What follows belongs to an exercise in optimizing a design on an open flow for small area; a production flow would make more cautious choices. The RTL was checked by simulation tests, not by an equivalence proof against the original design. Power figures rest on the tool's default switching activity, not on a simulated workload.

==> 11-15 <==
// armreduced
module armreduced(
	input clk,
	input reset,
	output[31:0] pc,
	input[31:0] inst,
	input nIRQ,
	output [3:0] be,
	output[31:0] memaddr,
	output memwrite,
	output memread,
	output[31:0] writedata,
	input[31:0] readdata);
==> module rfread_cells, before the edit <==
module rfread_cells(input [3:0] idx, input [32*16-1:0] regs, output [31:0] out);
	wire [15:0] s;
	wire [3:0] lo = 4'b0001 << idx[1:0];
	wire [3:0] hi = 4'b0001 << idx[3:2];
	genvar i, b;
	generate
		// each select drives 32 gates: use a strong and2 as its driver
		for (i = 0; i < 16; i = i + 1) begin : dec
			sky130_fd_sc_hd__and2_4 sd (.X(s[i]), .A(lo[i % 4]), .B(hi[i / 4]));
		end
		for (b = 0; b < 32; b = b + 1) begin : bit_
			wire t0, t1, t2, t3, t4, t5, u0;
			sky130_fd_sc_hd__a222oi_1 g0 (.Y(t0), .A1(s[0]), .A2(regs[32*0+b]), .B1(s[1]), .B2(regs[32*1+b]), .C1(s[2]), .C2(regs[32*2+b]));
			sky130_fd_sc_hd__a222oi_1 g1 (.Y(t1), .A1(s[3]), .A2(regs[32*3+b]), .B1(s[4]), .B2(regs[32*4+b]), .C1(s[5]), .C2(regs[32*5+b]));
			sky130_fd_sc_hd__a222oi_1 g2 (.Y(t2), .A1(s[6]), .A2(regs[32*6+b]), .B1(s[7]), .B2(regs[32*7+b]), .C1(s[8]), .C2(regs[32*8+b]));
			sky130_fd_sc_hd__a222oi_1 g3 (.Y(t3), .A1(s[9]), .A2(regs[32*9+b]), .B1(s[10]), .B2(regs[32*10+b]), .C1(s[11]), .C2(regs[32*11+b]));
			sky130_fd_sc_hd__a222oi_1 g4 (.Y(t4), .A1(s[12]), .A2(regs[32*12+b]), .B1(s[13]), .B2(regs[32*13+b]), .C1(s[14]), .C2(regs[32*14+b]));
			sky130_fd_sc_hd__nand2_1 g5 (.Y(t5), .A(s[15]), .B(regs[32*15+b]));
			sky130_fd_sc_hd__and3_1 g6 (.X(u0), .A(t0), .B(t1), .C(t2));
			sky130_fd_sc_hd__nand4_1 g7 (.Y(out[b]), .A(u0), .B(t3), .C(t4), .D(t5));
		end
	endgenerate
endmodule
==> module rfreadA_cells, before the edit <==
module rfreadA_cells(input [3:0] idx, input [32*16-1:0] regs, input [31:0] alt, input use_alt, input kill, output [31:0] out);
	wire [15:0] s;
	wire sa;
	wire [3:0] lo = 4'b0001 << idx[1:0];
	wire [3:0] hi = {4{~use_alt & ~kill}} & (4'b0001 << idx[3:2]);
	genvar i, b;
	generate
		// each select drives 32 gates: use a strong driver
		for (i = 0; i < 16; i = i + 1) begin : dec
			sky130_fd_sc_hd__and2_4 sd (.X(s[i]), .A(lo[i % 4]), .B(hi[i / 4]));
		end
		sky130_fd_sc_hd__buf_4 sad (.X(sa), .A(use_alt));
		for (b = 0; b < 32; b = b + 1) begin : bit_
			wire t0, t1, t2, t3, t4, t5, u0;
			sky130_fd_sc_hd__a222oi_1 g0 (.Y(t0), .A1(s[0]), .A2(regs[32*0+b]), .B1(s[1]), .B2(regs[32*1+b]), .C1(s[2]), .C2(regs[32*2+b]));
			sky130_fd_sc_hd__a222oi_1 g1 (.Y(t1), .A1(s[3]), .A2(regs[32*3+b]), .B1(s[4]), .B2(regs[32*4+b]), .C1(s[5]), .C2(regs[32*5+b]));
			sky130_fd_sc_hd__a222oi_1 g2 (.Y(t2), .A1(s[6]), .A2(regs[32*6+b]), .B1(s[7]), .B2(regs[32*7+b]), .C1(s[8]), .C2(regs[32*8+b]));
			sky130_fd_sc_hd__a222oi_1 g3 (.Y(t3), .A1(s[9]), .A2(regs[32*9+b]), .B1(s[10]), .B2(regs[32*10+b]), .C1(s[11]), .C2(regs[32*11+b]));
			sky130_fd_sc_hd__a222oi_1 g4 (.Y(t4), .A1(s[12]), .A2(regs[32*12+b]), .B1(s[13]), .B2(regs[32*13+b]), .C1(s[14]), .C2(regs[32*14+b]));
			sky130_fd_sc_hd__a22oi_1 g5 (.Y(t5), .A1(s[15]), .A2(regs[32*15+b]), .B1(sa), .B2(alt[b]));
			sky130_fd_sc_hd__and3_1 g6 (.X(u0), .A(t0), .B(t1), .C(t2));
			sky130_fd_sc_hd__nand4_1 g7 (.Y(out[b]), .A(u0), .B(t3), .C(t4), .D(t5));
		end
	endgenerate
endmodule
==> module rfwen_cells, before the edit <==
module rfwen_cells(input [3:0] dst, input we, input rst, output [13:0] en_lo, output [13:0] en_hi);
	wire [3:0] lo = {4{we}} & (4'b0001 << dst[1:0]);
	wire [3:0] hi = 4'b0001 << dst[3:2];
	genvar g;
	generate
		for (g = 0; g < 14; g = g + 1) begin : e
			sky130_fd_sc_hd__a21o_2 dl (.X(en_lo[g]), .A1(lo[g % 4]), .A2(hi[g / 4]), .B1(rst));
			sky130_fd_sc_hd__a21o_2 dh (.X(en_hi[g]), .A1(lo[g % 4]), .A2(hi[g / 4]), .B1(rst));
		end
	endgenerate
endmodule
export LEC_CHECK = 0
export CAP_MARGIN = 20
export CORE_MARGIN = 2
export CORE_UTILIZATION = 55
export GPL_TIMING_DRIVEN = 0
export SLEW_MARGIN = 20
create_clock -name core_clock -period 10.0 [get_ports {clk}]
standard.sh (not shown) runs the stock make flow with config.mk's settings and CLKGATE_MAP_FILE= SYNTH_SCRIPT=/design/flow/synth_recipe.tcl, a recipe that flattens the netlist after the stock synthesis.
==> flow/flow/run.sh <==
#!/bin/bash
# Layout flow: the standard ORFS flow (standard.sh, standard synthesis
# script) with these changes:
#  - the instances of rfread and rfreadA (register-file read ports), rfwen
#    (register-file write enables), alu32 (ALU datapath) and shl (shifter)
#    are swapped for hand-mapped versions of
#    the same function (flow/*_cells.v) before synthesis; no register
#    changes;
#  - buf_1 port buffers;
#  - a clock tree of clkbuf_16 with large clusters, without dummy loads.
# Each tool's output goes to a log file in this folder.
set -euo pipefail
swap() {  # module, expected instance count
	local n
	n=$(grep -c "^[[:space:]]*$1 [a-z_]* (" design.v || true)
	if [[ "$n" != "$2" ]]; then echo "expected $2 $1 instances, found $n" >&2; exit 1; fi
	sed -i "s/^\([[:space:]]*\)$1 \([a-z_]*\) (/\1$1_cells \2 (/" design.v
	cat "flow/$1_cells.v" >> design.v
}
swap rfread 1
swap rfreadA 1
swap rfwen 1
swap alu32 1
swap shl 1
export BUFFER_PORTS_ARGS="-buffer_cell sky130_fd_sc_hd__buf_1"
export CTS_ARGS="-sink_clustering_enable -repair_clock_nets -dont_use_dummy_load -buf_list {sky130_fd_sc_hd__clkbuf_16} -sink_clustering_size 32 -sink_clustering_max_diameter 80"
bash standard.sh > standard.log 2>&1
==> flow/flow/rfreadA_cells.v <==
// Hand-mapped port A: 16 register slots plus an alternative input.
// out = use_alt ? alt : kill ? 0 : regs[idx]   (one-hot a222oi AND-OR tree)
module rfreadA_cells(input [3:0] idx, input [32*16-1:0] regs, input [31:0] alt, input use_alt, input kill, output [31:0] out);
	wire [15:0] s;
	wire sa;
	wire [3:0] lo = 4'b0001 << idx[1:0];
	wire [3:0] hi = {4{~use_alt & ~kill}} & (4'b0001 << idx[3:2]);
	genvar i, b;
	generate
		// each select drives 32 gates: use a strong driver
		for (i = 0; i < 16; i = i + 1) begin : dec
			sky130_fd_sc_hd__and2_4 sd (.X(s[i]), .A(lo[i % 4]), .B(hi[i / 4]));
		end
		sky130_fd_sc_hd__buf_4 sad (.X(sa), .A(use_alt));
		for (b = 0; b < 32; b = b + 1) begin : bit_
			wire t0, t1, t2, t3, t4, t5, u0;
			sky130_fd_sc_hd__a222oi_1 g0 (.Y(t0), .A1(s[0]), .A2(regs[32*0+b]), .B1(s[1]), .B2(regs[32*1+b]), .C1(s[2]), .C2(regs[32*2+b]));
			sky130_fd_sc_hd__a222oi_1 g1 (.Y(t1), .A1(s[3]), .A2(regs[32*3+b]), .B1(s[4]), .B2(regs[32*4+b]), .C1(s[5]), .C2(regs[32*5+b]));
			sky130_fd_sc_hd__a222oi_1 g2 (.Y(t2), .A1(s[6]), .A2(regs[32*6+b]), .B1(s[7]), .B2(regs[32*7+b]), .C1(s[8]), .C2(regs[32*8+b]));
			sky130_fd_sc_hd__a222oi_1 g3 (.Y(t3), .A1(s[9]), .A2(regs[32*9+b]), .B1(s[10]), .B2(regs[32*10+b]), .C1(s[11]), .C2(regs[32*11+b]));
			sky130_fd_sc_hd__a222oi_1 g4 (.Y(t4), .A1(s[12]), .A2(regs[32*12+b]), .B1(s[13]), .B2(regs[32*13+b]), .C1(s[14]), .C2(regs[32*14+b]));
			sky130_fd_sc_hd__a22oi_1 g5 (.Y(t5), .A1(s[15]), .A2(regs[32*15+b]), .B1(sa), .B2(alt[b]));
			sky130_fd_sc_hd__and3_1 g6 (.X(u0), .A(t0), .B(t1), .C(t2));
			sky130_fd_sc_hd__nand4_1 g7 (.Y(out[b]), .A(u0), .B(t3), .C(t4), .D(t5));
		end
	endgenerate
endmodule
==> flow/flow/rfread_cells.v <==
// Hand-mapped 16:1 x 32 read port: one-hot selects, a222oi AND-OR tree.
module rfread_cells(input [3:0] idx, input [32*16-1:0] regs, output [31:0] out);
	wire [15:0] s;
	wire [3:0] lo = 4'b0001 << idx[1:0];
	wire [3:0] hi = 4'b0001 << idx[3:2];
	genvar i, b;
	generate
		// each select drives 32 gates: use a strong and2 as its driver
		for (i = 0; i < 16; i = i + 1) begin : dec
			sky130_fd_sc_hd__and2_4 sd (.X(s[i]), .A(lo[i % 4]), .B(hi[i / 4]));
		end
		for (b = 0; b < 32; b = b + 1) begin : bit_
			wire t0, t1, t2, t3, t4, t5, u0;
			sky130_fd_sc_hd__a222oi_1 g0 (.Y(t0), .A1(s[0]), .A2(regs[32*0+b]), .B1(s[1]), .B2(regs[32*1+b]), .C1(s[2]), .C2(regs[32*2+b]));
			sky130_fd_sc_hd__a222oi_1 g1 (.Y(t1), .A1(s[3]), .A2(regs[32*3+b]), .B1(s[4]), .B2(regs[32*4+b]), .C1(s[5]), .C2(regs[32*5+b]));
			sky130_fd_sc_hd__a222oi_1 g2 (.Y(t2), .A1(s[6]), .A2(regs[32*6+b]), .B1(s[7]), .B2(regs[32*7+b]), .C1(s[8]), .C2(regs[32*8+b]));
			sky130_fd_sc_hd__a222oi_1 g3 (.Y(t3), .A1(s[9]), .A2(regs[32*9+b]), .B1(s[10]), .B2(regs[32*10+b]), .C1(s[11]), .C2(regs[32*11+b]));
			sky130_fd_sc_hd__a222oi_1 g4 (.Y(t4), .A1(s[12]), .A2(regs[32*12+b]), .B1(s[13]), .B2(regs[32*13+b]), .C1(s[14]), .C2(regs[32*14+b]));
			sky130_fd_sc_hd__nand2_1 g5 (.Y(t5), .A(s[15]), .B(regs[32*15+b]));
			sky130_fd_sc_hd__and3_1 g6 (.X(u0), .A(t0), .B(t1), .C(t2));
			sky130_fd_sc_hd__nand4_1 g7 (.Y(out[b]), .A(u0), .B(t3), .C(t4), .D(t5));
		end
	endgenerate
endmodule
==> flow/flow/rfwen_cells.v <==
// Hand-mapped register-file write enables: one a21o_2 per register half.
module rfwen_cells(input [3:0] dst, input we, input rst, output [13:0] en_lo, output [13:0] en_hi);
	wire [3:0] lo = {4{we}} & (4'b0001 << dst[1:0]);
	wire [3:0] hi = 4'b0001 << dst[3:2];
	genvar g;
	generate
		for (g = 0; g < 14; g = g + 1) begin : e
			sky130_fd_sc_hd__a21o_2 dl (.X(en_lo[g]), .A1(lo[g % 4]), .A2(hi[g / 4]), .B1(rst));
			sky130_fd_sc_hd__a21o_2 dh (.X(en_hi[g]), .A1(lo[g % 4]), .A2(hi[g / 4]), .B1(rst));
		end
	endgenerate
endmodule
Other scripts of this flow, unchanged in this note and not shown: flow/flow/alu32_cells.v, flow/flow/shl_cells.v
==> 08-22 (differences from 11-15) <==
--- a/flow/flow/run.sh
+++ b/flow/flow/run.sh
@@ -8,5 +8,5 @@
 #    changes;
 #  - buf_1 port buffers;
-#  - a clock tree of clkbuf_16 with large clusters, without dummy loads.
+#  - a clock tree of clkbuf_4/clkbuf_8 without dummy loads.
 # Each tool's output goes to a log file in this folder.
 set -euo pipefail
@@ -24,4 +24,4 @@
 swap shl 1
 export BUFFER_PORTS_ARGS="-buffer_cell sky130_fd_sc_hd__buf_1"
-export CTS_ARGS="-sink_clustering_enable -repair_clock_nets -dont_use_dummy_load -buf_list {sky130_fd_sc_hd__clkbuf_16} -sink_clustering_size 32 -sink_clustering_max_diameter 80"
+export CTS_ARGS="-sink_clustering_enable -repair_clock_nets -dont_use_dummy_load -buf_list {sky130_fd_sc_hd__clkbuf_4 sky130_fd_sc_hd__clkbuf_8} -sink_clustering_size 16 -sink_clustering_max_diameter 50"
 bash standard.sh > standard.log 2>&1
==> 09-23 (differences from 11-15) <==
--- a/flow/design.v
+++ b/flow/design.v
@@ -239,5 +239,5 @@
 		// each select drives 32 gates: use a strong and2 as its driver
 		for (i = 0; i < 16; i = i + 1) begin : dec
-			sky130_fd_sc_hd__and2_4 sd (.X(s[i]), .A(lo[i % 4]), .B(hi[i / 4]));
+			sky130_fd_sc_hd__and2_2 sd (.X(s[i]), .A(lo[i % 4]), .B(hi[i / 4]));
 		end
 		for (b = 0; b < 32; b = b + 1) begin : bit_
@@ -265,5 +265,5 @@
 		// each select drives 32 gates: use a strong driver
 		for (i = 0; i < 16; i = i + 1) begin : dec
-			sky130_fd_sc_hd__and2_4 sd (.X(s[i]), .A(lo[i % 4]), .B(hi[i / 4]));
+			sky130_fd_sc_hd__and2_2 sd (.X(s[i]), .A(lo[i % 4]), .B(hi[i / 4]));
 		end
 		sky130_fd_sc_hd__buf_4 sad (.X(sa), .A(use_alt));
@@ -281,5 +281,5 @@
 	endgenerate
 endmodule
-// Hand-mapped register-file write enables: one a21o_2 per register half.
+// Hand-mapped register-file write enables: one a21o_1 per register half.
 module rfwen_cells(input [3:0] dst, input we, input rst, output [13:0] en_lo, output [13:0] en_hi);
 	wire [3:0] lo = {4{we}} & (4'b0001 << dst[1:0]);
@@ -288,6 +288,6 @@
 	generate
 		for (g = 0; g < 14; g = g + 1) begin : e
-			sky130_fd_sc_hd__a21o_2 dl (.X(en_lo[g]), .A1(lo[g % 4]), .A2(hi[g / 4]), .B1(rst));
-			sky130_fd_sc_hd__a21o_2 dh (.X(en_hi[g]), .A1(lo[g % 4]), .A2(hi[g / 4]), .B1(rst));
+			sky130_fd_sc_hd__a21o_1 dl (.X(en_lo[g]), .A1(lo[g % 4]), .A2(hi[g / 4]), .B1(rst));
+			sky130_fd_sc_hd__a21o_1 dh (.X(en_hi[g]), .A1(lo[g % 4]), .A2(hi[g / 4]), .B1(rst));
 		end
 	endgenerate
--- a/flow/flow/rfreadA_cells.v
+++ b/flow/flow/rfreadA_cells.v
@@ -10,5 +10,5 @@
 		// each select drives 32 gates: use a strong driver
 		for (i = 0; i < 16; i = i + 1) begin : dec
-			sky130_fd_sc_hd__and2_4 sd (.X(s[i]), .A(lo[i % 4]), .B(hi[i / 4]));
+			sky130_fd_sc_hd__and2_2 sd (.X(s[i]), .A(lo[i % 4]), .B(hi[i / 4]));
 		end
 		sky130_fd_sc_hd__buf_4 sad (.X(sa), .A(use_alt));
--- a/flow/flow/rfread_cells.v
+++ b/flow/flow/rfread_cells.v
@@ -8,5 +8,5 @@
 		// each select drives 32 gates: use a strong and2 as its driver
 		for (i = 0; i < 16; i = i + 1) begin : dec
-			sky130_fd_sc_hd__and2_4 sd (.X(s[i]), .A(lo[i % 4]), .B(hi[i / 4]));
+			sky130_fd_sc_hd__and2_2 sd (.X(s[i]), .A(lo[i % 4]), .B(hi[i / 4]));
 		end
 		for (b = 0; b < 32; b = b + 1) begin : bit_
==> flow/flow/rfwen_cells.v (replaced) <==
// Hand-mapped register-file write enables: one a21o_1 per register half.
module rfwen_cells(input [3:0] dst, input we, input rst, output [13:0] en_lo, output [13:0] en_hi);
	wire [3:0] lo = {4{we}} & (4'b0001 << dst[1:0]);
	wire [3:0] hi = 4'b0001 << dst[3:2];
	genvar g;
	generate
		for (g = 0; g < 14; g = g + 1) begin : e
			sky130_fd_sc_hd__a21o_1 dl (.X(en_lo[g]), .A1(lo[g % 4]), .A2(hi[g / 4]), .B1(rst));
			sky130_fd_sc_hd__a21o_1 dh (.X(en_hi[g]), .A1(lo[g % 4]), .A2(hi[g / 4]), .B1(rst));
		end
	endgenerate
endmodule
ABC_AREA = 1   (was not set)
CORE_UTILIZATION = 60   (was 55)
==> 05-13 (differences from 11-15) <==
--- a/flow/design.v
+++ b/flow/design.v
@@ -239,5 +239,5 @@
 		// each select drives 32 gates: use a strong and2 as its driver
 		for (i = 0; i < 16; i = i + 1) begin : dec
-			sky130_fd_sc_hd__and2_4 sd (.X(s[i]), .A(lo[i % 4]), .B(hi[i / 4]));
+			sky130_fd_sc_hd__and2_2 sd (.X(s[i]), .A(lo[i % 4]), .B(hi[i / 4]));
 		end
 		for (b = 0; b < 32; b = b + 1) begin : bit_
@@ -265,5 +265,5 @@
 		// each select drives 32 gates: use a strong driver
 		for (i = 0; i < 16; i = i + 1) begin : dec
-			sky130_fd_sc_hd__and2_4 sd (.X(s[i]), .A(lo[i % 4]), .B(hi[i / 4]));
+			sky130_fd_sc_hd__and2_2 sd (.X(s[i]), .A(lo[i % 4]), .B(hi[i / 4]));
 		end
 		sky130_fd_sc_hd__buf_4 sad (.X(sa), .A(use_alt));
@@ -281,5 +281,5 @@
 	endgenerate
 endmodule
-// Hand-mapped register-file write enables: one a21o_2 per register half.
+// Hand-mapped register-file write enables: one a21o_1 per register half.
 module rfwen_cells(input [3:0] dst, input we, input rst, output [13:0] en_lo, output [13:0] en_hi);
 	wire [3:0] lo = {4{we}} & (4'b0001 << dst[1:0]);
@@ -288,6 +288,6 @@
 	generate
 		for (g = 0; g < 14; g = g + 1) begin : e
-			sky130_fd_sc_hd__a21o_2 dl (.X(en_lo[g]), .A1(lo[g % 4]), .A2(hi[g / 4]), .B1(rst));
-			sky130_fd_sc_hd__a21o_2 dh (.X(en_hi[g]), .A1(lo[g % 4]), .A2(hi[g / 4]), .B1(rst));
+			sky130_fd_sc_hd__a21o_1 dl (.X(en_lo[g]), .A1(lo[g % 4]), .A2(hi[g / 4]), .B1(rst));
+			sky130_fd_sc_hd__a21o_1 dh (.X(en_hi[g]), .A1(lo[g % 4]), .A2(hi[g / 4]), .B1(rst));
 		end
 	endgenerate
--- a/flow/flow/rfreadA_cells.v
+++ b/flow/flow/rfreadA_cells.v
@@ -10,5 +10,5 @@
 		// each select drives 32 gates: use a strong driver
 		for (i = 0; i < 16; i = i + 1) begin : dec
-			sky130_fd_sc_hd__and2_4 sd (.X(s[i]), .A(lo[i % 4]), .B(hi[i / 4]));
+			sky130_fd_sc_hd__and2_2 sd (.X(s[i]), .A(lo[i % 4]), .B(hi[i / 4]));
 		end
 		sky130_fd_sc_hd__buf_4 sad (.X(sa), .A(use_alt));
--- a/flow/flow/rfread_cells.v
+++ b/flow/flow/rfread_cells.v
@@ -8,5 +8,5 @@
 		// each select drives 32 gates: use a strong and2 as its driver
 		for (i = 0; i < 16; i = i + 1) begin : dec
-			sky130_fd_sc_hd__and2_4 sd (.X(s[i]), .A(lo[i % 4]), .B(hi[i / 4]));
+			sky130_fd_sc_hd__and2_2 sd (.X(s[i]), .A(lo[i % 4]), .B(hi[i / 4]));
 		end
 		for (b = 0; b < 32; b = b + 1) begin : bit_
==> flow/flow/rfwen_cells.v (replaced) <==
// Hand-mapped register-file write enables: one a21o_1 per register half.
module rfwen_cells(input [3:0] dst, input we, input rst, output [13:0] en_lo, output [13:0] en_hi);
	wire [3:0] lo = {4{we}} & (4'b0001 << dst[1:0]);
	wire [3:0] hi = 4'b0001 << dst[3:2];
	genvar g;
	generate
		for (g = 0; g < 14; g = g + 1) begin : e
			sky130_fd_sc_hd__a21o_1 dl (.X(en_lo[g]), .A1(lo[g % 4]), .A2(hi[g / 4]), .B1(rst));
			sky130_fd_sc_hd__a21o_1 dh (.X(en_hi[g]), .A1(lo[g % 4]), .A2(hi[g / 4]), .B1(rst));
		end
	endgenerate
endmodule
ABC_AREA = 1   (was not set)
CORE_UTILIZATION = 70   (was 55)
==> results.txt <==
* Outcome: complete, no violations
* Critical Path Source Type: primary input
* Clk. pwr at 1.54 mW
* Worst r2r path cells at 22
* Clock buffer count at 71
* CP top delay family: compound AO/OA/AOI/OAI gates
* Synthesis-to-finish area growth at 8.68%
* Synth Area in Simple Gates at 0.0861
Source of the figures above: 08-22

==> results.txt <==
* Sw Share at 0.339
* Yosys cell types at 47
* Clock buffer count at 34
* Clock Path Buffers at 3
* Pin count of the biggest net entering global routing at 68
* GR Util met1 at 0.538
* Worst r2r path cells at 34
* Final hold viol count at 0
* Synth Area in Simple Gates at 0.0897
* CP top delay family: adder cells
* Synthesis-to-finish area growth at 7.94%
* Outcome: complete, no violations
* Critical Path Source Type: flip-flop
Source of the figures above: 09-23

==> results.txt <==
* Critical Path Source Type: primary input
* Core Area at 55,000 µm²
* # clock sinks at 699
* CP arrival at 7.99 ns
* Clock buffer count at 35
* Final core utilization at 0.602
* Clk. pwr at 1.51 mW
* Overall die width at 240 µm
* Outcome: complete, no violations
* CP top delay family: compound AO/OA/AOI/OAI gates
* Synthesis-to-finish area growth at 8.37%
* Ys Warns at 1
* Period Utilization, post-route at 0.751
* Top-count cell post-synth: edfxtp_1
Source of the figures above: 11-15

==> results.txt <==
* Io pins at 169
* Clk. pwr at 1.36 mW
* Synth Area in Simple Gates at 0.0897
* Synthesis-to-finish area growth at 7.25%
* Outcome: complete, no violations
* CP top delay family: adder cells
* Antenna-violating nets left at 0
* Clock buffer count at 30
Source of the figures above: 05-13

-- static timing again, ports no longer ideal --
How much do the figures lean on ideal ports? The routed layouts below were timed once more, with nothing changed but the port constraints.
Step 1 (the two cells are an assumption about what drives the block):
set clk [get_ports {clk}]
set_driving_cell -lib_cell sky130_fd_sc_hd__clkbuf_16 $clk
set_driving_cell -lib_cell sky130_fd_sc_hd__buf_2 [delete_from_list [all_inputs] $clk]
Step 2 times the ports against the registers' clock, not the clock port: input delays grow and output delays shrink by t, the midpoint of the rising clock arrivals with the driver on.
Slacks: ideal / step 1 / step 2; pairs: ideal / step 1.
run | shift t [ns] | setup WS [ns] | slew at the worst register clock pin (ns)
11-15 | 0.639 | 2.486 / 2.530 / 1.891 | 0.12 / 0.12
08-22 | 0.693 | 2.448 / 2.485 / 1.793 | 0.10 / 0.10
09-23 | 0.625 | 2.627 / 2.627 / 2.067 | 0.12 / 0.12
05-13 | 0.677 | 2.559 / 2.559 / 2.241 | 0.12 / 0.12
After both steps every run listed still meets setup and hold. The setup slack of 08-22, which loses most, moves by +0.037 ns with the drivers and by -0.655 ns with both steps.
